From an optimization exercise on the open Yosys and OpenROAD flow, aimed at small area; shortcuts taken in it are not production practice. In this exercise RTL edits were held to simulation tests only and were not proved equivalent to the original. Power and IR drop assume default switching activity.

--- flow/config.mk ---
export PLATFORM = sky130hd
export DESIGN_NAME = connect_four
export DESIGN_NICKNAME = connect_four
export VERILOG_FILES = /design/flow/design.v
export SDC_FILE = /design/flow/constraint.sdc
export NUM_CORES = 4
export LEC_CHECK = 0
export CAP_MARGIN = 20
export CORE_MARGIN = 2
export CORE_UTILIZATION = 40
export CTS_BUF_LIST = sky130_fd_sc_hd__clkbuf_8
export PLACE_DENSITY = 0.6
export SLEW_MARGIN = 20
--- flow/constraint.sdc ---
create_clock -name core_clock -period 10.0 [get_ports {clock}]
set_input_delay 2.0000 -clock core_clock [delete_from_list [all_inputs] [get_ports {clock}]]
set_output_delay 2.0000 -clock core_clock [all_outputs]
set_load 0.01 [all_outputs]
--- flow/design.v ---
`timescale 1ns / 1ps
module debounce_one_shot(
    input CLK,
    input EN,
    input RST,
    input BTN,
    output logic DB_BTN
    );
    logic       ph;
    logic [5:0] q;
    wire s25 = q[1] & q[3] & q[4];               
    wire s52 = q[1] & q[2] & q[3] & q[4];        
    wire s53 = q[2] & q[3] & q[4] & q[5];        
    wire last = ph ? s53 : s25;                  
    wire adv  = ph ? (s52 | s53 | ~BTN) : BTN;   
    wire step = adv & ~last;
    assign DB_BTN = ph & s52;
    wire load = EN | RST;                        
    wire move = EN & step & ~RST;                
    wire wrap = RST | (EN & ph & s53);           
    wire hold = ~load;
    wire fb   = ~(q[5] ^ q[0]);
    always_ff @(posedge CLK) begin
        ph   <= (load & ~RST & (ph ? ~s53 : (BTN & s25))) | (hold & ph);
        q[0] <= (move & fb)   | (hold & q[0]);
        q[1] <= (move & q[0]) | (hold & q[1]);
        q[2] <= (move & q[1]) | (hold & q[2]);
        q[3] <= (move & q[2]) | (hold & q[3]);
        q[4] <= (move & q[3]) | (hold & q[4]);
        q[5] <= (move & q[4]) | wrap | (hold & q[5]);
    end
endmodule
`timescale 1ns / 1ps
module position_mover(
    input RBTN,
    input LBTN,
    input clock,
    input en,
    input reset,
    input rst,
    output [2:0] columnPosition
    );
    logic [2:0] position;
    always_ff @(posedge clock) begin
        if (reset)
            position <= 3'b011;
        else if (en) begin
            if (rst)
                position <= 3'b011;
            else if (RBTN && !LBTN && !(position[2] && position[1]))
                position <= position + 3'd1;
            else if (LBTN && !RBTN && position != 3'd0)
                position <= position - 3'd1;
        end
    end
    assign columnPosition = position;
endmodule
`timescale 1ns / 1ps
module game_state(
    input clock,
    input en,
    input reset,
    input rst,
    input select,
    input [2:0] columnPosition,
    output logic [7:0] green_driver,
    output logic [7:0] blue_driver,
    output logic [7:0] row_driver
    );
    logic       turn;
    logic [2:0] topPos;
    logic       topTurn;
    logic [2:0] scan;
    wire clr = reset | (en & rst);
    always_ff @(posedge clock) begin
        if (clr)
            turn <= 1'b0;
        else if (en & select)
            turn <= ~turn;
    end
    always_ff @(posedge clock) begin
        if (reset) begin
            topPos  <= 3'd7;
            topTurn <= 1'b0;
            scan    <= 3'd0;
        end else if (en) begin
            topPos  <= columnPosition;
            topTurn <= turn;
            scan    <= scan + 3'd1;
        end
    end
    wire       s0 = (scan == 3'd0);
    wire       s2 = (scan == 3'd2);
    wire [4:0] lvl;                      
    wire [5:1] above;                    
    assign lvl[0] = (scan == 3'd7);
    assign lvl[1] = (scan == 3'd6);
    assign lvl[2] = (scan == 3'd5);
    assign lvl[3] = (scan == 3'd4);
    assign lvl[4] = (scan == 3'd3);
    assign above[1] = lvl[0];
    assign above[2] = scan[2] & scan[1];
    assign above[3] = scan[2] & (scan[1] | scan[0]);
    assign above[4] = scan[2];
    assign above[5] = scan[2] | (scan[1] & scan[0]);
    wire topTurnRow = s0 & topTurn;
    logic [5:0] w   [0:6];
    logic [6:0] og, ob;
    logic [6:0] sel;                     
    logic [5:0] cw;                      
    logic       cog, cob;                
    always_comb begin
        cw = 6'd0;
        cog = 1'b0;
        cob = 1'b0;
        for (int i = 0; i < 7; i++) begin
            sel[i] = (columnPosition == i);
            cw = cw | ({6{sel[i]}} & w[i]);
            cog = cog | (sel[i] & og[i]);
            cob = cob | (sel[i] & ob[i]);
        end
    end
    wire nog = cog | (cw[5] & ~turn);
    wire nob = cob | (cw[5] & turn);
    wire [5:0] cp = {1'b0, cw[5], cw[5] | cw[4], cw[5] | cw[4] | cw[3],
                     cw[5] | cw[4] | cw[3] | cw[2], cw[5] | cw[4] | cw[3] | cw[2] | cw[1]};
    wire [5:0] ct = cw & ~cp;            
    wire [5:0] nw = {cw[5] | ct[4], (cw[4:0] & ~(ct[4:0] & {5{~turn}})) | {ct[3:0], 1'b0}};
    wire drop = en & select & ~rst & ~reset;
    genvar gc;
    generate
        for (gc = 0; gc < 7; gc++) begin : col
            wire [5:0] cwc = w[gc];
            wire d    = drop & sel[gc];
            wire hold = ~(d | clr);
            always_ff @(posedge clock) begin
                w[gc] <= ({6{d}} & nw) | ({6{hold}} & cwc) | {5'b0, clr};
                og[gc] <= (d & nog) | (hold & og[gc]);
                ob[gc] <= (d & nob) | (hold & ob[gc]);
            end
            wire lit = (cwc[1] & above[1]) | (cwc[2] & above[2]) | (cwc[3] & above[3]) |
                       (cwc[4] & above[4]) | (cwc[5] & above[5]) |
                       (s0 & (topPos == gc));
            wire blu = (cwc[0] & lvl[0]) | (cwc[1] & lvl[1]) | (cwc[2] & lvl[2]) |
                       (cwc[3] & lvl[3]) | (cwc[4] & lvl[4]) | topTurnRow;
            assign green_driver[7 - gc] = ~((lit & ~blu) | (s2 & og[gc]));
            assign blue_driver[7 - gc]  = ~((lit & blu) | (s2 & ob[gc]));
        end
    endgenerate
    assign green_driver[0] = 1'b1;
    assign blue_driver[0]  = 1'b1;
    assign row_driver = 8'd1 << scan;
endmodule
`timescale 1ns / 1ps
`timescale 1ns / 1ps
module connect_four(
    input clock,
    input reset,                        
    input rbtn, lbtn, mbtn, bbtn,
    output logic [7:0] row, greenColumn, blueColumn
    );
    logic tick, db_mbtn, db_bbtn, db_lbtn, db_rbtn;
    logic [2:0] position;
    clk_div MYCLOCK (.clk(clock), .reset(reset), .sclk(tick));
    debounce_one_shot debouncer1 (.CLK(clock), .EN(tick), .RST(reset), .BTN(mbtn), .DB_BTN(db_mbtn));
    debounce_one_shot debouncer2 (.CLK(clock), .EN(tick), .RST(reset), .BTN(bbtn), .DB_BTN(db_bbtn));
    debounce_one_shot debouncer3 (.CLK(clock), .EN(tick), .RST(reset), .BTN(rbtn), .DB_BTN(db_rbtn));
    debounce_one_shot debouncer4 (.CLK(clock), .EN(tick), .RST(reset), .BTN(lbtn), .DB_BTN(db_lbtn));
    position_mover mover (
        .RBTN(db_rbtn), .LBTN(db_lbtn), .rst(db_bbtn),
        .clock(clock), .en(tick), .reset(reset),
        .columnPosition(position)
    );
    game_state game (
        .clock(clock), .en(tick), .reset(reset),
        .rst(db_bbtn), .select(db_mbtn), .columnPosition(position),
        .green_driver(greenColumn), .blue_driver(blueColumn), .row_driver(row)
    );
endmodule
module clk_div (
    input clk,
    input reset,
    output sclk
    );
    logic [6:0] q;
    assign sclk = ~q[6] & ~q[5] & ~q[3] & q[2] & ~q[1] & ~q[0];
    always_ff @(posedge clk) begin
        if (reset)
            q <= 7'b1011110;
        else
            q <= {q[5], q[4] | sclk, q[3:0], ~(q[6] ^ q[0])};
    end
endmodule
--- flow/flow/run.sh ---
#!/bin/bash
# Layout flow: the standard ORFS flow with three changes.
#  1. After the standard synthesis, the combinational logic of its netlist is
#     mapped again by ABC with an area script. The flip-flops stay exactly as
#     the standard synthesis made them (same cells, same instance names).
#  2. Ports are buffered with the smallest buffer (buf_1).
#  3. Clock tree synthesis adds no dummy loads.
# Each tool's full output goes to a log file in this folder.
set -euo pipefail
HERE=$(pwd)
R=$HERE/orfs/results/$FLOW_PLATFORM/connect_four/base
LIB=$FLOW_HOME/platforms/$FLOW_PLATFORM/lib/sky130_fd_sc_hd__tt_025C_1v80.lib
KNOBS=("BUFFER_PORTS_ARGS=-buffer_cell sky130_fd_sc_hd__buf_1"
       "CTS_ARGS=-sink_clustering_enable -repair_clock_nets -buf_list sky130_fd_sc_hd__clkbuf_8 -dont_use_dummy_load")

# 1. standard synthesis
bash standard.sh "${KNOBS[@]}" synth > 1_standard_synth.log 2>&1

# 2. re-map the combinational logic
python3 flow/mkmap.py "$LIB" cells_map.v > mkmap.log 2>&1
cp "$R/1_2_yosys.v" 1_2_yosys_standard.v
cat > resynth.ys <<EOT
read_liberty -lib $LIB
read_verilog 1_2_yosys_standard.v
hierarchy -top $FLOW_TOP
techmap -map cells_map.v
techmap
opt -fast
opt_clean -purge
abc -liberty $LIB -dont_use *lpflow* -dont_use *probe* -script $HERE/flow/area.abc
opt_clean -purge
setundef -zero
hilomap -singleton -hicell sky130_fd_sc_hd__conb_1 HI -locell sky130_fd_sc_hd__conb_1 LO
insbuf -buf sky130_fd_sc_hd__buf_4 A X
splitnets
opt_clean -purge
tee -o resynth_stat.txt stat -liberty $LIB
check -assert -mapped
write_verilog -noattr -nohex -nodec 1_2_yosys_resynth.v
EOT
yosys -s resynth.ys > resynth.log 2>&1
# the same flip-flop instances, cell for cell
diff <(grep -oE '^ *sky130_fd_sc_hd__df[a-z0-9_]+ [^ ]+' 1_2_yosys_standard.v | sort) \
     <(grep -oE '^ *sky130_fd_sc_hd__df[a-z0-9_]+ [^ ]+' 1_2_yosys_resynth.v | sort) > ff_check.log 2>&1
cp 1_2_yosys_resynth.v "$R/1_2_yosys.v"
rm -f "$R/1_synth.odb"

# 3. the rest of the standard flow
bash standard.sh "${KNOBS[@]}" finish > 2_standard_finish.log 2>&1
--- flow/flow/area.abc ---
strash
balance
rewrite
refactor
balance
rewrite
rewrite -z
balance
refactor -z
rewrite -z
balance
&get -n
&dch -f
&nf -a -R 1000
&put
--- flow/flow/mkmap.py ---
# Writes a Yosys techmap file that turns each combinational sky130 cell into
# its logic function (from the Liberty file), for re-mapping with ABC.
import re, sys
lib = open(sys.argv[1]).read()
def blocks(text, kind):
    for m in re.finditer(r'\b%s\s*\(\s*"?([A-Za-z0-9_]+)"?\s*\)\s*\{' % kind, text):
        i = m.end(); depth = 1
        while depth:
            c = text[i]
            if c == '{': depth += 1
            elif c == '}': depth -= 1
            i += 1
        yield m.group(1), text[m.end():i-1]
out = []
for name, body in blocks(lib, 'cell'):
    if re.search(r'\b(ff|latch|statetable)\s*\(', body): continue
    ins, outs = [], []
    ok = True
    for pin, pb in blocks(body, 'pin'):
        d = re.search(r'direction\s*:\s*"?(\w+)', pb)
        if not d: continue
        if d.group(1) == 'input': ins.append(pin)
        elif d.group(1) == 'output':
            f = re.search(r'function\s*:\s*"([^"]*)"', pb)
            if not f or 'VPWR' in f.group(1) or 'VGND' in f.group(1): ok = False; break
            outs.append((pin, f.group(1)))
        else: ok = False
    if not ok or not outs: continue
    ports = ins + [o for o, _ in outs]
    s = 'module %s(%s);\n' % (name, ', '.join(ports))
    for i in ins: s += '  input %s;\n' % i
    for o, f in outs:
        e = f.replace('!', '~').replace('+', '|').replace('*', '&')
        s += '  output %s;\n  assign %s = %s;\n' % (o, o, e)
    out.append(s + 'endmodule\n')
open(sys.argv[2], 'w').write(''.join(out))
print(len(out), 'cells')
--- flow/standard.sh ---
#!/bin/bash
# synth_recipe.tcl (not shown) runs the flow's synth.tcl, then flattens the netlist and writes it again
# the make line also repeats each setting of config.mk as NAME=value (left out here)
make -C /OpenROAD-flow-scripts/flow DESIGN_CONFIG=/design/flow/config.mk WORK_HOME=/design/flow/orfs CLKGATE_MAP_FILE= SYNTH_SCRIPT=/design/flow/synth_recipe.tcl "${@:-finish}"
==> metrics.md, run 1 <==
| Metric | Value |
|---|---|
| Outcome | complete, no violations |
| Worst-Skew Late Latency | 0.40 ns |
| Least-Margin Pin Slew | 1.05 ns |
| Max VDD drop | 0.0857 mV |
| Critical path class | register to output pin |
| Most used routing layer | met2 |
| PwrDens | 127 nW/um2 |
| Site Rows | 39 |
| RePlAce Congestion | 0.957 |
| Buffers on Ports | 27 |
| Clock input transition at the sequential cells of the worst setup and hold paths | 0.10 ns |
| Diodes inserted | 0 |
| Die footprint | 12300 um2 |
| Critical path arrival | 3.25 ns |
| F_max | 0.190 GHz |
| Share of cells above drive strength 1 | 0.0303 |
| Vias in the first global route | 4096 |
| Global routing usage on met1 | 0.298 |
| R2R Setup Slk | 6.53 ns |
| Post-CTS Setup Bufs | 0 |
| Grt ovf | 0 |
| Area growth syn-to-layout | 9.42% |
| Dpl cells | 728 |
| Max Root-Sink Buffers | 2 |
| Root Buffer | clkbuf_8 |
| GRT Total Usage | 0.230 |
| Die Wd | 111 um |
| Initial antenna violation count | 0 |
| RSZ-0062 raised after global routing | no |
| Vert. Die Dim | 111 um |
| Post-Route Hold Slack | 0.451 ns |
| Post-Syn Area per Cell | 8.21 um2 |
| Pins over their slew limit | 0 |
| DR iter-0 viols | 407 |
| Final net count | 602 |
| M3 GR Usage | 0.0711 |
| Final non-filler cell total | 737 |
| Cell Area, Synth | 4570 um2 |
| CP startpoint kind | register |
| PostCTS Resize Cnt | 0 |
| Worst EP required | 8.00 ns |
| WL per Instance | 19.3 um |
| Max-cap violations | 0 |
| HP Class | register to register |
| Finished Core Util | 0.443 |
| Max-slew headroom | 0.295 |
| Core footprint | 11300 um2 |
| CTS tree | done |
| Drt total wl | 14200 um |
| Met2 usage | 0.355 |
| Number of vias per cell | 6.11 |
| IO Count | 30 |
| CTS buffer count | 9 |
| Final hold vios | 0 |
| Clk_skew | 0.0336 ns |
| Initial Util | 0.405 |
| 1st-pass router iterations | 6 |
| H-tree depth | 3 |
| Synth warn | 5 |
| Syn Inst Count | 556 |
| Cts hold-fix bufs | 0 |
| TritonCTS Sinks | 102 |
| Largest net degree at the start of global routing | 32 |
| Setup TNS | 0 ns |
| Leak Pwr | 1.64 nW |
| Final clock period utilization by the worst path | 0.525 |
| Crit Path Max Fanout | 15 |
| Residual DRC count | 0 |
| Final setup viols | 0 |
| Crit path time final | 5.25 ns |
| Dpl hpwl | 10100 um |
| Antenna Nets Post-Route | 0 |
| Crit path capture type | output pin |
| DR vias | 4500 |
| First-pass GRT wire length | 22200 um |
[cell usage in the layout (no fill, tap or decap), drive strengths merged, types with 2 or more instances in the layout]
master / n
a21oi: 48
a221o: 5
a221oi: 5
a222oi: 8
a22o: 21
a22oi: 29
a31oi: 12
a32oi: 6
and2: 7
and3: 4
buf: 33
clkbuf: 9
clkinv: 11
conb: 2
dfxtp: 102
nand2: 104
nand2b: 5
nand3: 17
nand3b: 2
nand4: 3
nor2: 30
nor2b: 14
nor3: 7
nor3b: 4
o211ai: 3
o21ai: 73
o22a: 3
o22ai: 2
or2: 6
xnor2: 3
[final timing paths]
path / from / end / cells after the start
hold reg to reg: MYCLOCK.q[4] / MYCLOCK.q[5] / 2
hold / removal: MYCLOCK.q[4] / MYCLOCK.q[5] / 2
setup / recovery: game.scan[1] / blueColumn[2] / 7
setup reg to reg: mover.position[0] / game.w[5][4] / 7
[critical path, stage by stage (launching register included)]
cell     delay [ns]
dfxtp_1        0.66
or2_0          0.71
nor2_1         0.26
and2_0         0.43
a21oi_1        0.21
nand3_1        0.15
a22oi_1        0.24
buf_1          0.19
[state kept, by name (all words and copies together) (netlist names), 3 cells and up]
name and count:
debouncer3.q 6, game.og 7, debouncer4.q 6, game.w 42, debouncer1.q 6, mover.position 3
debouncer2.q 6, game.topPos 3, game.ob 7, game.scan 3, MYCLOCK.q 7
[metal layers]
layer  share of wire  vias to the layer above
met2            0.45                      210
met1            0.42                     2088
met3           0.091                       46
met5               0                        -
met4           0.039                        0
li1                -                     2156
[per-stage QoR]
stage               power, mW  setup slack (ns)  area (um2)
floorplan               0.428              6.01        4570
global placement        0.433              5.34        4860
detailed placement      0.434              5.31        4870
CTS                     0.640              4.85        4990
global route            0.655              4.55        5000
finish                  0.634              4.75        5000
[layout make-up]
type	count	area (um2)
clock buffers	9	124
fillers	1127	6270
inverters	11	41.3
multi-input cells	439	2460
flip-flops and latches	102	2040
well taps	143	179
repair buffers	33	146
[where the power goes]
group / switching, mW / leakage [nW] / total, mW / internal (mW)
logic: 0.0108 / 0.756 / 0.0148 / 0.00404
registers: 0.00142 / 0.824 / 0.409 / 0.408
clock network: 0.129 / 0.0647 / 0.209 / 0.0809
total: 0.141 / 1.64 / 0.634 / 0.493
==> run 2: changes to the inputs <==
--- a/flow/flow/run.sh
+++ b/flow/flow/run.sh
@@ -11,7 +11,7 @@
 R=$HERE/orfs/results/$FLOW_PLATFORM/connect_four/base
 LIB=$FLOW_HOME/platforms/$FLOW_PLATFORM/lib/sky130_fd_sc_hd__tt_025C_1v80.lib
 KNOBS=("BUFFER_PORTS_ARGS=-buffer_cell sky130_fd_sc_hd__buf_1"
-       "CTS_ARGS=-sink_clustering_enable -repair_clock_nets -buf_list sky130_fd_sc_hd__clkbuf_8 -dont_use_dummy_load")
+       "CTS_ARGS=-sink_clustering_enable -repair_clock_nets -buf_list sky130_fd_sc_hd__clkbuf_16 -sink_clustering_size 51 -sink_clustering_max_diameter 300 -dont_use_dummy_load")
 
 # 1. standard synthesis
 bash standard.sh "${KNOBS[@]}" synth > 1_standard_synth.log 2>&1
==> run 2 against run 1 <==
Against the previous run: still clean on timing, DRC and antenna; flip-flop and latch count did not move; synthesized cell count did not move; sequential power barely moved; largest cell class unchanged; highest routed layer unchanged.
==> metrics.md, run 2 <==
| Metric | Value |
|---|---|
| Vias in the first global route | 4121 (+0.61%) |
| RSZ-0062 raised after global routing | no |
| Grt ovf | 0 (unchanged) |
| IO Count | 30 (unchanged) |
| Max incr delay on CP | 0.67 ns (-0.04 ns) |
| Buffers on Ports | 27 (unchanged) |
| CTS tree | done |
| Filler cell count | 1119 (-0.71%) |
| HP Class | register to register |
| Critical path class | register to output pin |
| Critical path arrival | 3.17 ns (-0.08 ns) |
| GRT Total Usage | 0.233 (+0.00299) |
| Area of the multi-input gates | 2460 um2 (unchanged) |
| Pre-CTS WS | 5.31 ns (unchanged) |
| Max VDD drop | 0.113 mV (+32%) |
| Die footprint | 12300 um2 (unchanged) |
| F_max | 0.193 GHz (+1.6%) |
| Clock input transition at the sequential cells of the worst setup and hold paths | 0.07 ns (-0.03 ns) |
| Crit path capture type | output pin |
| Worst EP required | 8.00 ns (about the same) |
| Max-slew headroom | 0.282 (-0.0127) |
| CTS buffer count | 9 (unchanged) |
| Crit path time final | 5.17 ns (-0.0831 ns) |
| Most used routing layer | met2 |
| PostCTS Resize Cnt | 0 (unchanged) |
| Cts hold-fix bufs | 0 (unchanged) |
| CP cell instances | or2_0 > nor2_1 > and2_0 > a211oi_1 > nand2_1 > a22oi_1 > buf_1 |
| Number of vias per cell | 6.08 (-0.40%) |
| Dpl cells | 728 (unchanged) |
| Syn Inst Count | 556 (unchanged) |
| Synth warn | 5 (unchanged) |
| Initial Util | 0.405 (unchanged) |
| Outcome | complete, no violations |
| Largest net degree at the start of global routing | 32 (unchanged) |
| Max reg flops | 42 (unchanged) |
| Post-Route Hold Slack | 0.446 ns (-0.00560 ns) |
| Placed instance area | 4870 um2 (unchanged) |
| Final net count | 602 (unchanged) |
| Top Family by Delay on Critical Path | simple AND/OR/NAND/NOR gates |
| Storage cell area | 2040 um2 (unchanged) |
| Top reg by flops | game.w |
| Post-Syn Area per Cell | 8.21 um2 (unchanged) |
| Leak Pwr | 1.69 nW (+2.8%) |
| Final clock period utilization by the worst path | 0.517 (-0.00831) |
| Area growth syn-to-layout | 11.6% |
| Site Rows | 39 (unchanged) |
| Die Wd | 111 um (unchanged) |
| Dpl hpwl | 10100 um (unchanged) |
| Slowest CP cell | or2_0 |
| PwrDens | 142 nW/um2 (+12%) |
| Max-cap violations | 0 (unchanged) |
| Final non-filler cell total | 737 (unchanged) |
| Final hold vios | 0 (unchanged) |
| Initial antenna violation count | 0 (unchanged) |
| Met2 usage | 0.355 (+0.000818) |
| Worst-Skew Late Latency | 0.36 ns (-0.04 ns) |
| Cell Area, Synth | 4570 um2 (unchanged) |
| Antenna Nets Post-Route | 0 (unchanged) |
| Crit Path Max Fanout | 15 (unchanged) |
| Setup ws final | 4.83 ns (+0.0831 ns) |
| Drt total wl | 14300 um (+0.38%) |
| Setup TNS | 0 ns (unchanged) |
| Vert. Die Dim | 111 um (unchanged) |
| Global routing usage on met1 | 0.300 (+0.00265) |
| Final setup viols | 0 (unchanged) |
| Post-CTS Setup Bufs | 0 (unchanged) |
| Max Root-Sink Buffers | 2 (unchanged) |
| Commonest non-fill, non-tap cell in the layout | nand2_1 |
| Share of cells above drive strength 1 | 0.0303 (unchanged) |
| Design area | 5100 um2 (+2.0%) |
| M3 GR Usage | 0.0645 (-0.00656) |
| DR vias | 4482 (-0.40%) |
| 1st-pass router iterations | 7 (+1) |
| Clk_skew | 0.0212 ns (-0.0124 ns) |
| Critical path buffers and inverters | 1 (unchanged) |
| RePlAce Congestion | 0.957 (unchanged) |
| DR iter-0 viols | 388 (-4.7%) |
| Pins over their slew limit | 0 (unchanged) |
| Root Buffer | clkbuf_16 |
| Most frequent cells in the layout | 104 x nand2_1, 102 x dfxtp_1, 73 x o21ai_0 |
| Least-Margin Pin Slew | 1.07 ns (+0.0189 ns) |
| Core footprint | 11300 um2 (unchanged) |
| CP startpoint kind | register |
| H-tree depth | 3 (unchanged) |
| Residual DRC count | 0 (unchanged) |
| WL per Instance | 19.4 um (+0.38%) |
| First-pass GRT wire length | 22400 um (+0.65%) |
| Diodes inserted | 0 (unchanged) |
| TritonCTS Sinks | 102 (unchanged) |
==> run 2: final timing paths <==
path,to,startpoint,slack (ns),cells after the start
min,MYCLOCK.q[5],MYCLOCK.q[4],0.45,2
min reg2reg,MYCLOCK.q[5],MYCLOCK.q[4],0.45,2
max,blueColumn[7],game.scan[1],4.83,7
max reg2reg,game.w[3][4],mover.position[0],6.52,6
==> run 2: metrics by stage <==
step	power, mW	util
floorplan	0.428	-
global placement	0.433	0.431
detailed placement	0.434	0.432
CTS	0.728	0.452
global route	0.746	0.452
finish	0.722	0.452
==> run 2: per-layer routing <==
layer | routed length (um) | vias to the layer above
li1 | - | 2157
met1 | 6240 | 2083
met2 | 6360 | 200
met3 | 1080 | 42
met4 | 590 | 0
met5 | 0 | -
==> run 2: area by class of cell <==
class / instances / area share
Clock buffer: 9 / 0.0442
Inverter: 11 / 0.00810
Multi-Input combinational cell: 439 / 0.483
Sequential cell: 102 / 0.400
Tap cell: 143 / 0.0351
Timing Repair Buffer: 33 / 0.0287
==> run 2: where the power goes <==
part | switching [mW] | total (mW) | internal, mW
clock | 0.139 | 0.298 | 0.159
combinational | 0.0107 | 0.0148 | 0.00404
sequential | 0.00141 | 0.410 | 0.408
==> run 2: tightest hold or removal path, cell delays in order (launching register included) <==
cell and delay [ns]:
dfxtp_1 0.31, nor2_1 0.04, nor2_1 0.06
==> run 3: changes to the inputs <==
--- a/flow/flow/run.sh
+++ b/flow/flow/run.sh
@@ -4,14 +4,13 @@
 #     mapped again by ABC with an area script. The flip-flops stay exactly as
 #     the standard synthesis made them (same cells, same instance names).
 #  2. Ports are buffered with the smallest buffer (buf_1).
-#  3. Clock tree synthesis adds no dummy loads.
+#  3. Cells on paths with slack are downsized after global routing.
 # Each tool's full output goes to a log file in this folder.
 set -euo pipefail
 HERE=$(pwd)
 R=$HERE/orfs/results/$FLOW_PLATFORM/connect_four/base
 LIB=$FLOW_HOME/platforms/$FLOW_PLATFORM/lib/sky130_fd_sc_hd__tt_025C_1v80.lib
-KNOBS=("BUFFER_PORTS_ARGS=-buffer_cell sky130_fd_sc_hd__buf_1"
-       "CTS_ARGS=-sink_clustering_enable -repair_clock_nets -buf_list sky130_fd_sc_hd__clkbuf_16 -sink_clustering_size 51 -sink_clustering_max_diameter 300 -dont_use_dummy_load")
+KNOBS=("BUFFER_PORTS_ARGS=-buffer_cell sky130_fd_sc_hd__buf_1" "RECOVER_POWER=100")
 
 # 1. standard synthesis
 bash standard.sh "${KNOBS[@]}" synth > 1_standard_synth.log 2>&1
==> run 3 against run 2 <==
Against the previous run: flip-flop and latch count stayed put; non-clock buffer count unchanged; via count is 0.87% higher; clock skew is 0.0090 ns lower.
==> metrics.md, run 3 <==
| Metric | Value |
|---|---|
| Buffers on Ports | 27 (unchanged) |
| Syn Inst Count | 556 (unchanged) |
| Residual DRC count | 0 (unchanged) |
| Min-delay src | MYCLOCK.q[4] |
| Worst EP required | 8.00 ns (about the same) |
| IO Count | 30 (unchanged) |
| Final net count | 602 (unchanged) |
| Commonest non-fill, non-tap cell in the layout | nand2_1 |
| Max VDD drop | 0.0998 mV (-12%) |
| RePlAce Congestion | 0.957 (unchanged) |
| Setup ws final | 4.78 ns (-0.0496 ns) |
| Worst-Skew Late Latency | 0.39 ns (+0.03 ns) |
| Critical path arrival | 3.22 ns (+0.05 ns) |
| Cts hold-fix bufs | 0 (unchanged) |
| Grt ovf | 0 (unchanged) |
| Dpl hpwl | 10100 um (unchanged) |
| Crit path time final | 5.22 ns (+0.0496 ns) |
| Post-CTS Setup Bufs | 0 (unchanged) |
| Final clock period utilization by the worst path | 0.522 (+0.00496) |
| Synth warn | 5 (unchanged) |
| CP startpoint | game.scan[1] |
| Crit path capture type | output pin |
| Initial Util | 0.405 (unchanged) |
| Antenna Nets Post-Route | 0 (unchanged) |
| WL per Instance | 19.1 um (-1.6%) |
| CTS buffer count | 9 (unchanged) |
| Leak Pwr | 1.68 nW (-0.48%) |
| F_max | 0.192 GHz (-0.95%) |
| Final non-filler cell total | 744 (+0.95%) |
| Max reg flops | 42 (unchanged) |
| Max-slew headroom | 0.0796 (-0.202) |
| Largest net degree at the start of global routing | 32 (unchanged) |
| Most frequent cells in the layout | 104 x nand2_1, 102 x dfxtp_1, 73 x o21ai_0 |
| Cell Area, Synth | 4570 um2 (unchanged) |
| Die Wd | 111 um (unchanged) |
| Core footprint | 11300 um2 (unchanged) |
| DR vias | 4521 (+0.87%) |
| Max Root-Sink Buffers | 2 (unchanged) |
| DR iter-0 viols | 412 (+6.2%) |
| CTS tree | done |
| Critical path class | register to output pin |
| 1st-pass router iterations | 6 (-1) |
| Die footprint | 12300 um2 (unchanged) |
| Initial antenna violation count | 0 (unchanged) |
| Site Rows | 39 (unchanged) |
| Diodes inserted | 0 (unchanged) |
| Dpl cells | 728 (unchanged) |
| Share of cells above drive strength 1 | 0.0349 (+0.00464) |
| Max-cap violations | 0 (unchanged) |
| GRT Total Usage | 0.231 (-0.00174) |
| Top reg by flops | game.w |
| Pins over their slew limit | 0 (unchanged) |
| Vert. Die Dim | 111 um (unchanged) |
| HP Class | register to register |
| CP startpoint kind | register |
| Drt total wl | 14200 um (-0.67%) |
| Outcome | complete, no violations |
| Post-Syn Area per Cell | 8.21 um2 (unchanged) |
| H-tree depth | 3 (unchanged) |
| Final setup viols | 0 (unchanged) |
| Least-Margin Pin Slew | 1.38 ns (+0.312 ns) |
| Pre-CTS WS | 5.31 ns (unchanged) |
| Clk_skew | 0.0122 ns (-0.00903 ns) |
| Start of the worst register-to-register path | mover.position[0] |
| Vias in the first global route | 4106 (-0.36%) |
| First-pass GRT wire length | 22300 um (-0.15%) |
| Setup TNS | 0 ns (unchanged) |
| Crit Path Max Fanout | 15 (unchanged) |
| PwrDens | 141 nW/um2 (-0.53%) |
| Clock input transition at the sequential cells of the worst setup and hold paths | 0.10 ns (+0.03 ns) |
| Area growth syn-to-layout | 11.2% |
| Final hold vios | 0 (unchanged) |
| TritonCTS Sinks | 102 (unchanged) |
| PostCTS Resize Cnt | 0 (unchanged) |
| Root Buffer | clkbuf_8 |
| RSZ-0062 raised after global routing | no |
| Number of vias per cell | 6.08 (about the same) |
run 3: report_power, final:
group / internal (mW) / switching, mW / total (mW) / leakage, nW
sequential: 0.408 / 0.00140 / 0.409 / 0.824
clock: 0.142 / 0.149 / 0.291 / 0.111
combinational: 0.00387 / 0.0108 / 0.0146 / 0.747
total: 0.554 / 0.161 / 0.715 / 1.68
run 3: per-stage QoR:
| stage | util | hold slack, ns | total power [mW] | area (um2) |
|---|---|---|---|---|
| floorplan | - | 0.416 | 0.428 | 4570 |
| global placement | 0.431 | 0.435 | 0.433 | 4860 |
| detailed placement | 0.432 | 0.443 | 0.434 | 4870 |
| CTS | 0.452 | 0.460 | 0.723 | 5090 |
| global route | 0.450 | 0.486 | 0.740 | 5080 |
| finish | 0.450 | 0.454 | 0.715 | 5080 |
run 3: cell type report:
cell class	instances	area, um2
clock buffers	9	124
clock inverters	7	97.6
fillers	1119	6200
inverters	11	41.3
multi-input cells	439	2450
flip-flops and latches	102	2040
well taps	143	179
repair buffers	33	143
run 3: path summary, 6_finish.rpt:
| kind | endpoint | slack [ns] | cells after the start |
|---|---|---|---|
| setup / recovery | blueColumn[2] | 4.78 | 7 |
| hold / removal | MYCLOCK.q[5] | 0.45 | 2 |
| setup reg to reg | game.w[3][4] | 6.53 | 6 |
| hold reg to reg | MYCLOCK.q[5] | 0.45 | 2 |
run 3: layer usage:
metal	track usage	routed length, um
met1	0.300	6110
met2	0.356	6340
met3	0.0711	1170
met4	0.101	563
met5	0	0
run 3: critical path, stage by stage (launching register included):
cell     delay [ns]
dfxtp_1        0.65
or2_0          0.68
nor2_1         0.27
and2_0         0.43
a21oi_1        0.21
nand3_1        0.16
a22oi_1        0.24
buf_1          0.19
==> run 4: changes to the inputs <==
--- a/flow/design.v
+++ b/flow/design.v
@@ -105,23 +105,15 @@
     assign above[5] = scan[2] | (scan[1] & scan[0]);
     wire topTurnRow = s0 & topTurn;
     logic [5:0] w   [0:6];
-    logic [6:0] og, ob;
     logic [6:0] sel;                     
     logic [5:0] cw;                      
-    logic       cog, cob;                
     always_comb begin
         cw = 6'd0;
-        cog = 1'b0;
-        cob = 1'b0;
         for (int i = 0; i < 7; i++) begin
             sel[i] = (columnPosition == i);
             cw = cw | ({6{sel[i]}} & w[i]);
-            cog = cog | (sel[i] & og[i]);
-            cob = cob | (sel[i] & ob[i]);
         end
     end
-    wire nog = cog | (cw[5] & ~turn);
-    wire nob = cob | (cw[5] & turn);
     wire [5:0] cp = {1'b0, cw[5], cw[5] | cw[4], cw[5] | cw[4] | cw[3],
                      cw[5] | cw[4] | cw[3] | cw[2], cw[5] | cw[4] | cw[3] | cw[2] | cw[1]};
     wire [5:0] ct = cw & ~cp;            
@@ -130,21 +122,22 @@
     genvar gc;
     generate
         for (gc = 0; gc < 7; gc++) begin : col
+            logic og, ob;
             wire [5:0] cwc = w[gc];
             wire d    = drop & sel[gc];
             wire hold = ~(d | clr);
             always_ff @(posedge clock) begin
                 w[gc] <= ({6{d}} & nw) | ({6{hold}} & cwc) | {5'b0, clr};
-                og[gc] <= (d & nog) | (hold & og[gc]);
-                ob[gc] <= (d & nob) | (hold & ob[gc]);
+                og    <= ~clr & (og | (d & ~turn & cwc[5]));
+                ob    <= ~clr & (ob | (d & turn & cwc[5]));
             end
             wire lit = (cwc[1] & above[1]) | (cwc[2] & above[2]) | (cwc[3] & above[3]) |
                        (cwc[4] & above[4]) | (cwc[5] & above[5]) |
                        (s0 & (topPos == gc));
             wire blu = (cwc[0] & lvl[0]) | (cwc[1] & lvl[1]) | (cwc[2] & lvl[2]) |
                        (cwc[3] & lvl[3]) | (cwc[4] & lvl[4]) | topTurnRow;
-            assign green_driver[7 - gc] = ~((lit & ~blu) | (s2 & og[gc]));
-            assign blue_driver[7 - gc]  = ~((lit & blu) | (s2 & ob[gc]));
+            assign green_driver[7 - gc] = ~((lit & ~blu) | (s2 & og));
+            assign blue_driver[7 - gc]  = ~((lit & blu) | (s2 & ob));
         end
     endgenerate
     assign green_driver[0] = 1'b1;
==> flow/flow/run.sh (replaced) <==
#!/bin/bash
# Layout flow: the standard ORFS flow with these changes.
#  1. The design is synthesized again from design.v with the same Yosys
#     front end as the standard synthesis (synth -flatten -nofsm -noshare,
#     the same $func$ renaming) but an area-oriented ABC script. Each
#     flip-flop is then given the instance name of the standard synthesis's
#     flip-flop on the same Q net; the two must pair one to one with the
#     same cell types. If they do not, the standard netlist's combinational
#     logic is re-mapped with the same ABC script instead, keeping its
#     flip-flops as they are.
#  2. Ports are buffered with the smallest buffer (buf_1).
#  3. Clock tree synthesis adds no dummy loads.
# Each tool's full output goes to a log file in this folder.
set -euo pipefail
HERE=$(pwd)
R=$HERE/orfs/results/$FLOW_PLATFORM/connect_four/base
LIB=$FLOW_HOME/platforms/$FLOW_PLATFORM/lib/sky130_fd_sc_hd__tt_025C_1v80.lib
KNOBS=("BUFFER_PORTS_ARGS=-buffer_cell sky130_fd_sc_hd__buf_1"
       "CTS_ARGS=-sink_clustering_enable -repair_clock_nets -buf_list sky130_fd_sc_hd__clkbuf_8 -dont_use_dummy_load")
ABC="abc -liberty $LIB -dont_use *lpflow* -dont_use *probe* -script $HERE/flow/area.abc"
FINISH="opt_clean -purge
setundef -zero
hilomap -singleton -hicell sky130_fd_sc_hd__conb_1 HI -locell sky130_fd_sc_hd__conb_1 LO
insbuf -buf sky130_fd_sc_hd__buf_4 A X
splitnets
opt_clean -purge
check -assert -mapped"

ffs() { grep -oE '^ *sky130_fd_sc_hd__df[a-z0-9_]+ [^ ]+' "$1" | sort; }

bash standard.sh "${KNOBS[@]}" synth > 1_standard_synth.log 2>&1
cp "$R/1_2_yosys.v" 1_2_yosys_standard.v

# 2a. own synthesis from the design
cat > own_synth.ys <<EOT
read_verilog -sv $FLOW_DESIGN
synth -flatten -top $FLOW_TOP -nofsm -noshare
rename -hide w:*\$func\$*
dfflibmap -liberty $LIB -dont_use *lpflow* -dont_use *probe*
opt
$ABC
$FINISH
write_verilog -noattr -nohex -nodec own_unnamed.v
EOT
CHOSEN=""
if yosys -s own_synth.ys > own_synth.log 2>&1 &&
   python3 flow/ffnames.py 1_2_yosys_standard.v own_unnamed.v own_rename.ys > ffnames.log 2>&1; then
  cat > own_rename_apply.ys <<EOT
read_liberty -lib $LIB
read_verilog own_unnamed.v
hierarchy -top $FLOW_TOP
cd $FLOW_TOP
script own_rename.ys
cd
tee -o own_stat.txt stat -liberty $LIB
write_verilog -noattr -nohex -nodec own_named.v
EOT
  if yosys -s own_rename_apply.ys > own_rename_apply.log 2>&1 &&
     diff <(ffs 1_2_yosys_standard.v) <(ffs own_named.v) > ff_check_own.log 2>&1; then
    CHOSEN=own_named.v
  fi
fi

# 2b. otherwise re-map the standard netlist's combinational logic
if [[ -z "$CHOSEN" ]]; then
  python3 flow/mkmap.py "$LIB" cells_map.v > mkmap.log 2>&1
  cat > resynth.ys <<EOT
read_liberty -lib $LIB
read_verilog 1_2_yosys_standard.v
hierarchy -top $FLOW_TOP
techmap -map cells_map.v
techmap
opt -fast
opt_clean -purge
$ABC
$FINISH
tee -o resynth_stat.txt stat -liberty $LIB
write_verilog -noattr -nohex -nodec 1_2_yosys_resynth.v
EOT
  yosys -s resynth.ys > resynth.log 2>&1
  diff <(ffs 1_2_yosys_standard.v) <(ffs 1_2_yosys_resynth.v) > ff_check_resynth.log 2>&1
  CHOSEN=1_2_yosys_resynth.v
fi
echo "netlist used: $CHOSEN" > netlist_choice.log
cp "$CHOSEN" "$R/1_2_yosys.v"
rm -f "$R/1_synth.odb"

# 3. the rest of the standard flow
bash standard.sh "${KNOBS[@]}" finish > 2_standard_finish.log 2>&1
==> flow/flow/ffnames.py (new file) <==
# Usage: ffnames.py standard.v own.v out.ys
# Pairs each flip-flop of own.v with the standard synthesis's flip-flop that
# drives the same Q net and writes Yosys rename commands giving it the
# standard instance name. Exits 1 unless the pairing is one-to-one with the
# same cell types.
import re, sys
def flops(path):
    text = open(path).read()
    res = {}
    for m in re.finditer(r'(sky130_fd_sc_hd__df\w+)\s+(\\\S+|\S+)\s*\((.*?)\);', text, re.S):
        cell, name, body = m.groups()
        q = re.search(r'\.Q\(\s*(.*?)\s*\)\s*(,|$)', body, re.S)
        if not q: sys.exit('no Q on ' + name)
        net = q.group(1).replace(' ', '')
        if net in res: sys.exit('two flops on ' + net)
        res[net] = (cell, name)
    return res
std, own = flops(sys.argv[1]), flops(sys.argv[2])
if set(std) != set(own): sys.exit('Q nets differ: %s' % sorted(set(std) ^ set(own))[:10])
with open(sys.argv[3], 'w') as f:
    for net, (cell, name) in own.items():
        scell, sname = std[net]
        if scell != cell: sys.exit('cell type differs on ' + net)
        f.write('rename %s %s\n' % (name if name.startswith('\\') else '\\' + name, sname))
print(len(own), 'flip-flops paired')
==> run 4 against run 3 <==
Against the previous run: maximum frequency rose by 2.2%; combinational power fell by 4%; sequential power barely moved; clock power fell by 29%; setup slack improved by 0.11 ns; count of clock-buffer cells in the layout did not move; area after synthesis fell by 1.2%; final cell count fell by 3.5%; core utilization rose by 0.23 points; critical path type unchanged; highest routed layer unchanged.
==> metrics.md, run 4 <==
| Metric | Value |
|---|---|
| Post-CTS Setup Bufs | 0 (unchanged) |
| PostCTS Resize Cnt | 0 (unchanged) |
| Final setup viols | 0 (unchanged) |
| 1st-pass router iterations | 5 (-1) |
| Crit Path Max Fanout | 16 (+1) |
| Grt ovf | 0 (unchanged) |
| HP Class | register to register |
| CTS buffer count | 9 (unchanged) |
| Dpl hpwl | 9800 um (-3.3%) |
| Worst-Skew Late Latency | 0.40 ns (about the same) |
| Reg power frac | 0.647 (+0.075) |
| CTS tree | done |
| IO Count | 30 (unchanged) |
| DR vias | 4388 (-2.9%) |
| Clock input transition at the sequential cells of the worst setup and hold paths | 0.10 ns (about the same) |
| Outcome | complete, no violations |
| Buffers on Ports | 27 (unchanged) |
| CP startpoint kind | register |
| Worst EP required | 8.00 ns (about the same) |
| Cts hold-fix bufs | 0 (unchanged) |
| Area of the multi-input gates | 2430 um2 (-0.87%) |
| Setup ws final | 4.89 ns (+0.115 ns) |
| Die footprint | 12100 um2 (-1.1%) |
| Top reg by flops | game.w |
| Max-slew headroom | 0.256 (+0.176) |
| Critical path class | register to output pin |
| Commonest non-fill, non-tap cell in the layout | dfxtp_1 |
| Pins over their slew limit | 0 (unchanged) |
| WL per Instance | 19.0 um (about the same) |
| Final net count | 586 (-2.7%) |
| Comb power frac | 0.022 (+0.002) |
| Critical path arrival | 3.11 ns (-0.11 ns) |
| Die Wd | 110 um (-0.57%) |
| Clk_skew | 0.0323 ns (+0.0201 ns) |
| Max Root-Sink Buffers | 2 (unchanged) |
| TritonCTS Sinks | 102 (unchanged) |
| Max VDD drop | 0.0887 mV (-11%) |
| Setup TNS | 0 ns (unchanged) |
| Root Buffer | clkbuf_8 |
| Max-cap violations | 0 (unchanged) |
| DR iter-0 viols | 400 (-2.9%) |
| Crit path time final | 5.11 ns (-0.115 ns) |
| Core footprint | 10900 um2 (-3.0%) |
| Site Rows | 38 (-2.6%) |
| Residual DRC count | 0 (unchanged) |
| Share of cells above drive strength 1 | 0.0363 (+0.00139) |
| Crit path capture type | output pin |
| RSZ-0062 raised after global routing | no |
| Syn Inst Count | 539 (-3.1%) |
| Largest net degree at the start of global routing | 33 (+3.1%) |
| Net Sw Frac | 0.220 (-0.00515) |
| Cell Area, Synth | 4510 um2 (-1.2%) |
| Internal | 0.492 mW (-11%) |
| Area growth syn-to-layout | 9.68% |
| Number of vias per cell | 6.11 (+0.57%) |
| Leak Pwr | 1.64 nW (-2.5%) |
| Final hold vios | 0 (unchanged) |
| Clock share of power | 0.330 (-0.077) |
| Least-Margin Pin Slew | 1.11 ns (-0.263 ns) |
| Initial Util | 0.413 (+0.00755) |
| Initial antenna violation count | 0 (unchanged) |
| Storage cell area | 2040 um2 (unchanged) |
| GRT Total Usage | 0.241 (+0.0100) |
| Vias in the first global route | 3976 (-3.2%) |
| Filler cell count | 1123 (+0.36%) |
| Vert. Die Dim | 110 um (-0.57%) |
| H-tree depth | 3 (unchanged) |
| Diodes inserted | 0 (unchanged) |
| Most frequent cells in the layout | 102 x dfxtp_1, 83 x nand2_1, 55 x o21ai_0 |
| Final clock period utilization by the worst path | 0.511 (-0.0115) |
| First-pass GRT wire length | 21800 um (-2.6%) |
| Synth warn | 5 (unchanged) |
| F_max | 0.196 GHz (+2.2%) |
| RePlAce Congestion | 0.969 (+1.3%) |
| Post-Syn Area per Cell | 8.37 um2 (+1.9%) |
| Max reg flops | 42 (unchanged) |
| Drt total wl | 13700 um (-3.6%) |
| NetSw | 0.139 mW (-14%) |
| Antenna Nets Post-Route | 0 (unchanged) |
| PwrDens | 128 nW/um2 (-9.5%) |
| Pre-CTS WS | 5.47 ns (+0.163 ns) |
run 4: area by class of cell:
class	instances	area share
clock buffer	9	0.0250
multi-input combinational	426	0.491
sequential	102	0.413
inverter	7	0.00531
timing repair buffer	34	0.0311
tap	140	0.0354
run 4: through the flow:
stage | cells | hold WS, ns | total power [mW] | instance area [um2] | util
2_1_floorplan | 540 | 0.406 | 0.427 | 4520 | -
3_3_place_gp | 709 | 0.421 | 0.432 | 4820 | 0.441
3_5_place_dp | 709 | 0.430 | 0.432 | 4820 | 0.441
4_1_cts | 718 | 0.453 | 0.638 | 4940 | 0.452
5_1_grt | 718 | 0.472 | 0.654 | 4950 | 0.453
6_report | 718 | 0.449 | 0.631 | 4950 | 0.453
run 4: worst max-delay path, cell delays in order, from the launching register on:
cell and delay (ns):
dfxtp_1 0.65, or2_0 0.57, nor2_1 0.22, and2_0 0.37
a211oi_1 0.44, nand2_1 0.10, a22oi_1 0.18, buf_1 0.17
run 4: per-layer routing:
layer / vias up / routed length [um] / global-route usage
met3: 27 / 1050 / 0.0558
met2: 181 / 5940 / 0.359
met4: 0 / 393 / 0.113
met5: - / 0 / 0
met1: 2078 / 6290 / 0.331
li1: 2102 / - / -
run 4: worst paths after layout:
path	startpoint	end	slack [ns]	cells after the start
setup reg to reg	mover.position[1]	game.w[0][3]	6.03	7
hold reg to reg	MYCLOCK.q[3]	MYCLOCK.q[4]	0.45	1
setup / recovery	game.scan[1]	blueColumn[2]	4.89	7
hold / removal	MYCLOCK.q[3]	MYCLOCK.q[4]	0.45	1
run 4: power by group through the flow:
stage          Combinational [mW]  Sequential (mW)  Clock [mW]
6_report                   0.0140            0.409       0.208
2_1_floorplan             0.00886            0.418           0
4_1_cts                    0.0140            0.409       0.216
5_1_grt                    0.0159            0.409       0.229
3_3_place_gp               0.0135            0.418           0
3_5_place_dp               0.0139            0.418           0
==> run 5: changes to the inputs <==
--- a/flow/flow/run.sh
+++ b/flow/flow/run.sh
@@ -2,7 +2,7 @@
 # Layout flow: the standard ORFS flow with these changes.
 #  1. The design is synthesized again from design.v with the same Yosys
 #     front end as the standard synthesis (synth -flatten -nofsm -noshare,
-#     the same $func$ renaming) but an area-oriented ABC script. Each
+#     the same $func$ renaming) but an area-oriented ABC script (deepsyn). Each
 #     flip-flop is then given the instance name of the standard synthesis's
 #     flip-flop on the same Q net; the two must pair one to one with the
 #     same cell types. If they do not, the standard netlist's combinational
@@ -18,6 +18,7 @@
 KNOBS=("BUFFER_PORTS_ARGS=-buffer_cell sky130_fd_sc_hd__buf_1"
        "CTS_ARGS=-sink_clustering_enable -repair_clock_nets -buf_list sky130_fd_sc_hd__clkbuf_8 -dont_use_dummy_load")
 ABC="abc -liberty $LIB -dont_use *lpflow* -dont_use *probe* -script $HERE/flow/area.abc"
+ABC_DEEP="abc -liberty $LIB -dont_use *lpflow* -dont_use *probe* -script $HERE/flow/deep.abc"
 FINISH="opt_clean -purge
 setundef -zero
 hilomap -singleton -hicell sky130_fd_sc_hd__conb_1 HI -locell sky130_fd_sc_hd__conb_1 LO
@@ -33,12 +34,13 @@
 
 # 2a. own synthesis from the design
 cat > own_synth.ys <<EOT
+read_liberty -lib $LIB
 read_verilog -sv $FLOW_DESIGN
 synth -flatten -top $FLOW_TOP -nofsm -noshare
 rename -hide w:*\$func\$*
 dfflibmap -liberty $LIB -dont_use *lpflow* -dont_use *probe*
 opt
-$ABC
+$ABC_DEEP
 $FINISH
 write_verilog -noattr -nohex -nodec own_unnamed.v
 EOT
==> flow/flow/deep.abc (new file) <==
strash
&get -n
&deepsyn -T 60 -S 2
&put
&get -n
&dch -f
&nf -a -R 1000
&put
==> run 5 against run 4 <==
Against the previous run: sequential share of layout area rose by 0.94 points; total power fell by 0.13%; count of clock-buffer cells in the layout did not move; register-to-register slack improved by 0.20 ns; critical path depth did not move; flip-flop and latch count did not move; die area fell by 2.6%; global-route usage fell by 1.4 points; final cell count fell by 7.9%; via count fell by 4.9%; area after synthesis fell by 2.7%; critical endpoint is now blueColumn[1].
==> metrics.md, run 5 <==
| Metric | Value |
|---|---|
| Outcome | complete, no violations |
| Die footprint | 11800 um2 (-2.6%) |
| Clock input transition at the sequential cells of the worst setup and hold paths | 0.10 ns (about the same) |
| Drt total wl | 13000 um (-5.2%) |
| Least-Margin Pin Slew | 1.13 ns (+0.0190 ns) |
| Post-Route Hold Slack | 0.460 ns (+0.0107 ns) |
| Pins over their slew limit | 0 (unchanged) |
| Setup TNS | 0 ns (unchanged) |
| Grt ovf | 0 (unchanged) |
| Critical path buffers and inverters | 2 (+1) |
| Crit path time final | 5.10 ns (-0.00439 ns) |
| Final net count | 529 (-9.7%) |
| Root Buffer | clkbuf_8 |
| Synth warn | 5 (unchanged) |
| Critical path class | register to output pin |
| Max Root-Sink Buffers | 2 (unchanged) |
| Cts hold-fix bufs | 0 (unchanged) |
| PostCTS Resize Cnt | 0 (unchanged) |
| RSZ-0062 raised after global routing | no |
| Largest net degree at the start of global routing | 27 (-18%) |
| WL per Instance | 19.6 um (+3.0%) |
| GRT Total Usage | 0.227 (-0.0141) |
| Worst r2r path cells | 10 (+3) |
| Share of cells above drive strength 1 | 0.0345 (-0.00178) |
| Die Wd | 109 um (-1.3%) |
| Residual DRC count | 0 (unchanged) |
| H-tree depth | 3 (unchanged) |
| Clk_skew | 0.0296 ns (-0.00270 ns) |
| DR iter-0 viols | 385 (-3.8%) |
| Vert. Die Dim | 109 um (-1.3%) |
| Antenna Nets Post-Route | 0 (unchanged) |
| CP cell instances | clkinv_1 > nor3b_1 > a222oi_1 > and3_1 > a31oi_1 > a21oi_1 > buf_1 |
| TritonCTS Sinks | 102 (unchanged) |
| Cell Area, Synth | 4390 um2 (-2.7%) |
| Syn Inst Count | 480 (-11%) |
| HP Class | register to register |
| Max-slew headroom | 0.243 (-0.0127) |
| Worst EP required | 8.00 ns (about the same) |
| DR vias | 4171 (-4.9%) |
| Filler cell count | 1071 (-4.6%) |
| Max incr delay on CP | 0.99 ns (+0.34 ns) |
| Most frequent cells in the layout | 102 x dfxtp_1, 59 x nand2_1, 53 x a22o_1 |
| Slowest CP cell | nor3b_1 |
| CTS buffer count | 9 (unchanged) |
| Vias in the first global route | 3873 (-2.6%) |
| Crit path capture type | output pin |
| PwrDens | 130 nW/um2 (+2.1%) |
| CP startpoint kind | register |
| Diodes inserted | 0 (unchanged) |
| Worst-Skew Late Latency | 0.38 ns (-0.02 ns) |
| Dpl hpwl | 9420 um (-3.9%) |
| Top Family by Delay on Critical Path | simple AND/OR/NAND/NOR gates |
| Commonest non-fill, non-tap cell in the layout | dfxtp_1 |
| 1st-pass router iterations | 5 (unchanged) |
| First-pass GRT wire length | 20600 um (-5.5%) |
| Crit Path Max Fanout | 12 (-4) |
| Area growth syn-to-layout | 10.2% |
| IO Count | 30 (unchanged) |
| Initial Util | 0.407 (-0.00591) |
| CTS tree | done |
| Final clock period utilization by the worst path | 0.510 (about the same) |
| Post-Syn Area per Cell | 9.15 um2 (+9.2%) |
| Final hold vios | 0 (unchanged) |
| Top reg by flops | game.w |
| Levels on crit path | 7 (unchanged) |
| Initial antenna violation count | 0 (unchanged) |
| F_max | 0.196 GHz (about the same) |
| Site Rows | 38 (unchanged) |
| Max-cap violations | 0 (unchanged) |
| Critical path arrival | 3.10 ns (about the same) |
| Leak Pwr | 1.61 nW (-2.1%) |
| Max reg flops | 42 (unchanged) |
| Max VDD drop | 0.0583 mV (-34%) |
| Buffers on Ports | 27 (unchanged) |
| RePlAce Congestion | 0.920 (-5.1%) |
| Hold path depth | 1 (unchanged) |
| Number of vias per cell | 6.31 (+3.3%) |
| Final setup viols | 0 (unchanged) |
| Post-CTS Setup Bufs | 0 (unchanged) |
| Core footprint | 10800 um2 (-1.3%) |
-- run 5: worst register-to-register path, delay by kind of cell (launching register included) --
family | cells | cell delay [ns]
compound gates | 3 | 0.73
simple gates | 7 | 2.27
flops | 1 | 0.69
-- run 5: final timing paths --
check / from / slack (ns) / to
max: game.scan[2] / 4.90 / blueColumn[1]
min: MYCLOCK.q[5] / 0.46 / MYCLOCK.q[6]
max reg2reg: mover.position[1] / 6.23 / game.w[4][1]
min reg2reg: MYCLOCK.q[5] / 0.46 / MYCLOCK.q[6]
-- run 5: metrics by stage --
step           total power, mW  worst slack (ns)  utilization  area [um2]  instances
2_1_floorplan            0.427              5.77            -        4390        481
3_3_place_gp             0.432              5.42        0.436        4710        652
3_5_place_dp             0.432              5.42        0.436        4710        652
4_1_cts                  0.636              5.00        0.448        4830        661
5_1_grt                  0.652              4.65        0.448        4840        661
6_report                 0.630              4.90        0.448        4840        661
-- run 5: area by class of cell --
cell class / count / area, um2 / area share
timing repair buffer: 33 / 146 / 0.0302
sequential: 102 / 2040 / 0.422
inverter: 3 / 11.3 / 0.00233
clock buffer: 9 / 124 / 0.0256
tap: 140 / 175 / 0.0362
multi-input combinational: 374 / 2340 / 0.484
-- run 5: layer usage --
layer  vias to the layer above  GRT usage  share of wire
met5                         -          0              0
met4                         0      0.108          0.027
met3                        37     0.0406          0.083
met2                       199      0.331           0.43
met1                      1966      0.324           0.46
li1                       1969          -              -
-- run 5: report_power, final --
part,leakage (nW),switching (mW),internal (mW)
clock,0.0647,0.127,0.0810
sequential,0.824,0.00122,0.408
combinational,0.717,0.0101,0.00354
total,1.61,0.138,0.492
==> run 6: changes to the inputs <==
--- a/flow/flow/run.sh
+++ b/flow/flow/run.sh
@@ -6,7 +6,7 @@
 #     flip-flop is then given the instance name of the standard synthesis's
 #     flip-flop on the same Q net; the two must pair one to one with the
 #     same cell types. If they do not, the standard netlist's combinational
-#     logic is re-mapped with the same ABC script instead, keeping its
+#     logic is re-mapped with an area ABC script instead, keeping its
 #     flip-flops as they are.
 #  2. Ports are buffered with the smallest buffer (buf_1).
 #  3. Clock tree synthesis adds no dummy loads.
==> run 6 against run 5 <==
Against the previous run: still clean on timing, DRC and antenna; area after synthesis unchanged; non-clock buffer count unchanged; die area unchanged; critical path depth unchanged; maximum frequency unchanged.
==> metrics.md, run 6 <==
| Metric | Value |
|---|---|
| Vias in the first global route | 3873 (unchanged) |
| Grt ovf | 0 (unchanged) |
| Final net count | 529 (unchanged) |
| Crit path capture type | output pin |
| Cell Area, Synth | 4390 um2 (unchanged) |
| DR vias | 4171 (unchanged) |
| Site Rows | 38 (unchanged) |
| Post-Syn Area per Cell | 9.15 um2 (unchanged) |
| Critical path class | register to output pin |
| Top reg by flops | game.w |
| Least-Margin Pin Slew | 1.13 ns (unchanged) |
| Critical path buffers and inverters | 2 (unchanged) |
| Cts hold-fix bufs | 0 (unchanged) |
| Area growth syn-to-layout | 10.2% (unchanged) |
| Initial Util | 0.407 (unchanged) |
| Worst r2r path cells | 10 (unchanged) |
| 1st-pass router iterations | 5 (unchanged) |
| Drt total wl | 13000 um (unchanged) |
| CP startpoint kind | register |
| PwrDens | 130 nW/um2 (unchanged) |
| CP cell instances | clkinv_1 > nor3b_1 > a222oi_1 > and3_1 > a31oi_1 > a21oi_1 > buf_1 |
| Largest net degree at the start of global routing | 27 (unchanged) |
| Vert. Die Dim | 109 um (unchanged) |
| RSZ-0062 raised after global routing | no |
| Worst-Skew Late Latency | 0.38 ns (about the same) |
| Syn Inst Count | 480 (unchanged) |
| RePlAce Congestion | 0.920 (unchanged) |
| Max incr delay on CP | 0.99 ns (about the same) |
| Dpl hpwl | 9420 um (unchanged) |
| PostCTS Resize Cnt | 0 (unchanged) |
| Clock input transition at the sequential cells of the worst setup and hold paths | 0.10 ns (about the same) |
| Diodes inserted | 0 (unchanged) |
| Residual DRC count | 0 (unchanged) |
| Filler cell count | 1071 (unchanged) |
| CTS buffer count | 9 (unchanged) |
| Post-CTS Setup Bufs | 0 (unchanged) |
| Buffers on Ports | 27 (unchanged) |
| Final non-filler cell total | 661 (unchanged) |
| Commonest non-fill, non-tap cell in the layout | dfxtp_1 |
| F_max | 0.196 GHz (unchanged) |
| Leak Pwr | 1.61 nW (unchanged) |
| Synth warn | 5 (unchanged) |
| Clk_skew | 0.0296 ns (unchanged) |
| Setup ws final | 4.90 ns (unchanged) |
| Crit path time final | 5.10 ns (unchanged) |
| Root Buffer | clkbuf_8 |
| Slowest CP cell | nor3b_1 |
| Hold path depth | 1 (unchanged) |
| Crit Path Max Fanout | 12 (unchanged) |
| Outcome | complete, no violations |
| Total power | 0.630 mW (unchanged) |
| Final hold vios | 0 (unchanged) |
| Max Root-Sink Buffers | 2 (unchanged) |
| Pins over their slew limit | 0 (unchanged) |
| TritonCTS Sinks | 102 (unchanged) |
| Share of cells above drive strength 1 | 0.0345 (unchanged) |
| Post-Route Hold Slack | 0.460 ns (unchanged) |
| Most frequent cells in the layout | 102 x dfxtp_1, 59 x nand2_1, 53 x a22o_1 |
| Max reg flops | 42 (unchanged) |
| Setup TNS | 0 ns (unchanged) |
| Die Wd | 109 um (unchanged) |
| Worst EP required | 8.00 ns (about the same) |
| Final setup viols | 0 (unchanged) |
| WL per Instance | 19.6 um (unchanged) |
| H-tree depth | 3 (unchanged) |
| Top Family by Delay on Critical Path | simple AND/OR/NAND/NOR gates |
| Pre-CTS WS | 5.42 ns (unchanged) |
| GRT Total Usage | 0.227 (unchanged) |
| Max VDD drop | 0.0583 mV (unchanged) |
| Initial antenna violation count | 0 (unchanged) |
| Max-cap violations | 0 (unchanged) |
| Levels on crit path | 7 (unchanged) |
| First-pass GRT wire length | 20600 um (unchanged) |
| Core footprint | 10800 um2 (unchanged) |
| Dpl cells | 652 (unchanged) |
| Antenna Nets Post-Route | 0 (unchanged) |
| Final clock period utilization by the worst path | 0.510 (unchanged) |
| Critical path arrival | 3.10 ns (about the same) |
| IO Count | 30 (unchanged) |
| CTS tree | done |
| Max-slew headroom | 0.243 (unchanged) |
| DR iter-0 viols | 385 (unchanged) |
| HP Class | register to register |
| Number of vias per cell | 6.31 (unchanged) |
| Die footprint | 11800 um2 (unchanged) |
==> run 6: cell counts in the layout (fill, tap and decap cells not counted) <==
Identical to the previous run, type by type.
==> run 6: stage by stage <==
stage	util	instance area (um2)
after floorplan	-	4390
final	0.448	4840
after CTS	0.448	4830
after global placement	0.436	4710
after global routing	0.448	4840
after detailed placement	0.436	4710
==> run 6: report_power, final <==
group,internal [mW],total [mW],leakage [nW],switching [mW]
Sequential,0.408,0.409,0.824,0.00122
Clock,0.0810,0.208,0.0647,0.127
Combinational,0.00354,0.0136,0.717,0.0101
Total,0.492,0.630,1.61,0.138
==> run 6: layer usage <==
metal,GRT usage,wire length (um),vias to the layer above
li1,-,-,1969
met1,0.324,5920,1966
met2,0.331,5620,199
met3,0.0406,1070,37
met4,0.108,350,0
met5,0,0,-
==> run 6: layout make-up <==
cell class	count	area (um2)	share of cell area
clock buffer	9	124	0.0256
inverter	3	11.3	0.00233
multi-input combinational	374	2340	0.484
sequential	102	2040	0.422
tap	140	175	0.0362
timing repair buffer	33	146	0.0302
==> run 6: worst paths after layout <==
kind,startpoint,endpoint,slack [ns]
max,game.scan[2],blueColumn[1],4.90
min,MYCLOCK.q[5],MYCLOCK.q[6],0.46
min reg2reg,MYCLOCK.q[5],MYCLOCK.q[6],0.46
max reg2reg,mover.position[1],game.w[4][1],6.23

==> static timing again, ports no longer ideal <==
No port has a modelled driver above. Below, the same layouts with a new extraction and two added sets of constraints.
Step 1 sets driving cells, clkbuf_16 on the clock port and buf_2 on the other inputs (assumed; they add their load-dependent delay and slew).
Step 2 times the ports against the registers' clock, not the clock port: input delays grow and output delays shrink by t, the midpoint of the rising clock arrivals with the driver on.
Slacks: ideal / step 1 / step 2; pairs: ideal / step 1.
run | t, ns | slack for setup (ns) | clock arrival spread, ns | cell pins on the clock port's net
run 1 | 0.415 | 4.746 / 4.712 / 5.127 | 0.035 / 0.034 | 1
run 2 | 0.392 | 4.829 / 4.788 / 5.180 | 0.022 / 0.022 | 1
run 3 | 0.418 | 4.780 / 4.746 / 5.164 | 0.013 / 0.012 | 1
run 4 | 0.419 | 4.894 / 4.855 / 5.274 | 0.033 / 0.032 | 1
run 5 | 0.399 | 4.899 / 4.865 / 5.264 | 0.029 / 0.030 | 1
run 6 | 0.399 | 4.899 / 4.865 / 5.264 | 0.029 / 0.030 | 1
After both steps every run listed still meets setup and hold.
